This design comes from an exercise in tuning for small area on the open sky130 flow, not from production work.
In this exercise RTL edits were held to simulation tests only and were not proved equivalent to the original.
Power and IR drop assume default switching activity.

== onyx ==
// LedMatrix
module LedMatrix (
  output     [34:0]   io_col,
  output     [5:0]    io_row,
  input               bus_write,
  input      [6:0]    bus_address,
  input      [31:0]   bus_writeData,
  input               clk,
  input               reset
);
export LEC_CHECK = 0
export CAP_MARGIN = 5
export CORE_MARGIN = 2
export CORE_UTILIZATION = 55
export CTS_BUF_LIST = sky130_fd_sc_hd__clkbuf_8
export CTS_CLUSTER_DIAMETER = 100
export CTS_CLUSTER_SIZE = 18
export PLACE_DENSITY = 0.7
export SLEW_MARGIN = 5
create_clock -name core_clock -period 10.0 [get_ports {clk}]
standard.sh (not shown) runs the stock make flow with config.mk's settings and CLKGATE_MAP_FILE= SYNTH_SCRIPT=/design/flow/synth_recipe.tcl, a recipe that flattens the netlist after the stock synthesis.
==> flow/flow/run.sh <==
#!/bin/bash
# The standard layout (standard.sh), with one change to synthesis: Yosys's abc call maps the
# combinational logic with flow/area.abc, an area-oriented script, in place of ORFS's speed
# script. Everything else in synth_recipe.tcl (and so every register) is as the standard
# synthesis makes it.
# Port buffers are buf_1 cells.
set -euo pipefail
W=$(pwd)
cat > "$W/own_synth.tcl" <<TCL
# synth_recipe.tcl, with the -script of every abc call pointing at flow/area.abc
proc abc {args} {
  set i [lsearch -exact \$args -script]
  if {\$i >= 0} { lset args [expr {\$i + 1}] $W/flow/area.abc }
  yosys abc {*}\$args
}
source $W/synth_recipe.tcl
TCL
sed "s|SYNTH_SCRIPT=[^ ]*|SYNTH_SCRIPT=$W/own_synth.tcl|" standard.sh > own_standard.sh
grep -q "SYNTH_SCRIPT=$W/own_synth.tcl" own_standard.sh
# port buffers: the smallest buffer (ORFS otherwise picks clkdlybuf4s50_1)
bash own_standard.sh "BUFFER_PORTS_ARGS=-buffer_cell sky130_fd_sc_hd__buf_1" finish > "$W/flow_make.log" 2>&1
==> flow/flow/area.abc <==
strash
&get -n
&dch
&nf -R 1000
&put
strash
&get -n
&dch
&nf -R 1000
&put
Edits applied to the flow inputs when going from onyx to nickel:
diff --git a/flow/config.mk b/flow/config.mk
--- a/flow/config.mk
+++ b/flow/config.mk
@@ -8,8 +8,8 @@
 export CAP_MARGIN = 5
 export CORE_MARGIN = 2
-export CORE_UTILIZATION = 55
+export CORE_UTILIZATION = 65
 export CTS_BUF_LIST = sky130_fd_sc_hd__clkbuf_8
 export CTS_CLUSTER_DIAMETER = 100
 export CTS_CLUSTER_SIZE = 18
-export PLACE_DENSITY = 0.7
+export PLACE_DENSITY = 0.75
 export SLEW_MARGIN = 5
[summary]
- Comparing onyx and nickel, the higher wire length is on onyx.
- From onyx to nickel the numbers moved as follows: length of routed wiring on met1 shows a reduction of 7.9%; number of antenna violations at the first check in global routing shows an increase of 5.
- Between onyx and nickel, the difference in area of the multi-input gates is negligible.
- Against onyx, nickel reports a period utilization that is higher.
- Power share of the clock group in nickel vs onyx: down 0.2 points
- Any difference in highest achievable clock rate between onyx and nickel is small enough to ignore.
- On via total after detailed routing, onyx and nickel are basically level.
- Between nickel and onyx, the power density of the placed cells figures differ only marginally.
- Any difference in total clock network power between nickel and onyx is small enough to ignore.

========
== run 1 ==
LedMatrix, a different RTL version from the one above (not shown whole).
For scale: ~3400 cells after synthesis, roughly 54000 µm² of cells after synthesis.
==> flow/config.mk <==
export PLATFORM = sky130hd
export DESIGN_NAME = LedMatrix
export DESIGN_NICKNAME = LedMatrix
export VERILOG_FILES = /design/flow/design.v
export SDC_FILE = /design/flow/constraint.sdc
export NUM_CORES = 4
export LEC_CHECK = 0
export CAP_MARGIN = 20
export CORE_MARGIN = 2
export CORE_UTILIZATION = 40
export CTS_BUF_LIST = sky130_fd_sc_hd__clkbuf_16
export CTS_CLUSTER_DIAMETER = 100
export CTS_CLUSTER_SIZE = 28
export SLEW_MARGIN = 20
==> flow/constraint.sdc <==
create_clock -name core_clock -period 10.0 [get_ports {clk}]
set_input_delay 2.0000 -clock core_clock [delete_from_list [all_inputs] [get_ports {clk}]]
set_output_delay 2.0000 -clock core_clock [all_outputs]
set_load 0.01 [all_outputs]
run.sh (not shown) runs the stock make flow with config.mk's settings and CLKGATE_MAP_FILE= SYNTH_SCRIPT=/design/flow/synth_recipe.tcl, a recipe that flattens the netlist after the stock synthesis.
Stock flow here: none of the scripts above is used.
Run 1 reached the end of the flow, and the finished layout is clean on the timing, design-rule and antenna checks.
diff inputs: run 1 => run 2
Settings: CTS_CLUSTER_SIZE: 28 -> unset; CTS_BUF_LIST: sky130_fd_sc_hd__clkbuf_16 -> unset; CTS_CLUSTER_DIAMETER: 100 -> unset.
### Flow results
Summary of run 2 over run 1: buffer share of cell area lower; fraction of final layout cells sized beyond drive strength 1 higher; global-route usage over all layers now sits higher.
The utilization after layout of run 2 exceeds that of run 1 by 2.2 points.
In the metrics for run 2 and run 1, the one carrying the higher part of the cycle the worst path needs is run 2.
Compared with run 1, run 2 shows a worst stage delay on the critical path that is 20 ps lower.
There was hardly any difference in synthesized cell count between run 2 and run 1.
Against run 1, count of clock-net buffers in the final layout in run 2 rose by more than 100%.

========
Another version of the RTL of LedMatrix (not shown whole).
Size in the first run: about 3,000 cells after synthesis, about 1,400 flip-flops, ~52,000 sq um of cells after synthesis.
==> flow/config.mk <==
export PLATFORM = sky130hd
export DESIGN_NAME = LedMatrix
export DESIGN_NICKNAME = LedMatrix
export VERILOG_FILES = /design/flow/design.v
export SDC_FILE = /design/flow/constraint.sdc
export NUM_CORES = 4
export LEC_CHECK = 0
export CAP_MARGIN = 5
export CORE_MARGIN = 2
export CORE_UTILIZATION = 55
export CTS_BUF_LIST = sky130_fd_sc_hd__clkbuf_16
export CTS_CLUSTER_DIAMETER = 100
export CTS_CLUSTER_SIZE = 28
export PLACE_DENSITY = 0.7
export SLEW_MARGIN = 5
==> flow/constraint.sdc <==
create_clock -name core_clock -period 10.0 [get_ports {clk}]
set_input_delay 2.0000 -clock core_clock [delete_from_list [all_inputs] [get_ports {clk}]]
set_output_delay 2.0000 -clock core_clock [all_outputs]
set_load 0.01 [all_outputs]
standard.sh (not shown) runs the stock make flow with config.mk's settings and CLKGATE_MAP_FILE= SYNTH_SCRIPT=/design/flow/synth_recipe.tcl, a recipe that flattens the netlist after the stock synthesis.
Scripts as last shown in full above: flow/flow/run.sh, flow/flow/area.abc
The first run passed the timing, design-rule and antenna checks.
Rerun with:
--- a/flow/config.mk
+++ b/flow/config.mk
@@ -7,5 +7,5 @@
 export LEC_CHECK = 0
-export CAP_MARGIN = 5
+export CAP_MARGIN = 20
 export CORE_MARGIN = 2
-export CORE_UTILIZATION = 55
+export CORE_UTILIZATION = 40
 export CTS_BUF_LIST = sky130_fd_sc_hd__clkbuf_16
@@ -13,3 +13,2 @@
 export CTS_CLUSTER_SIZE = 28
-export PLACE_DENSITY = 0.7
-export SLEW_MARGIN = 5
+export SLEW_MARGIN = 20
=>
- combinational power rises by about 4%
- sequential power is about the same
- hold slack loses 0.0055 ns
- cell count rose by 12%
- total power is higher by 0.55%
- worst setup slack is worse by 0.041 ns
- clock-buffer cell count does not change
- global-route usage fell by 6.5 points

-- afterwards: timing with drivers on the ports --
No port has a modelled driver above. Below, the same layouts with a new extraction and two added sets of constraints. Step 1, drivers: a clkbuf_16 drives clk and a buf_2 each remaining input, both assumed. Step 2 times the ports against the registers' clock, not the clock port: input delays grow and output delays shrink by t, the midpoint of the rising clock arrivals with the driver on. Slacks: ideal / step 1 / step 2; pairs: ideal / step 1.
run | shift t [ns] | setup slack, ns | hold WS [ns] | worst slew at a driven data input, ns
onyx | 0.826 | 2.630 / 2.559 / 3.385 | 0.388 / 0.388 / 0.388 | 0.08
nickel | 0.801 | 2.611 / 2.543 / 3.344 | 0.384 / 0.384 / 0.384 | 0.09
run 1 | 0.773 | 2.795 / 2.724 / 2.850 | 0.503 / 0.503 / 0.503 | 0.06
run 2 | 0.823 | 2.739 / 2.668 / 2.894 | 0.494 / 0.494 / 0.494 | 0.06
the first run of note 3 | 0.724 | 2.961 / 2.895 / 3.482 | 0.381 / 0.381 / 0.381 | 0.13
the second run of note 3 | 0.748 | 2.919 / 2.850 / 3.597 | 0.376 / 0.376 / 0.376 | 0.11
After both steps every run listed still meets setup and hold.
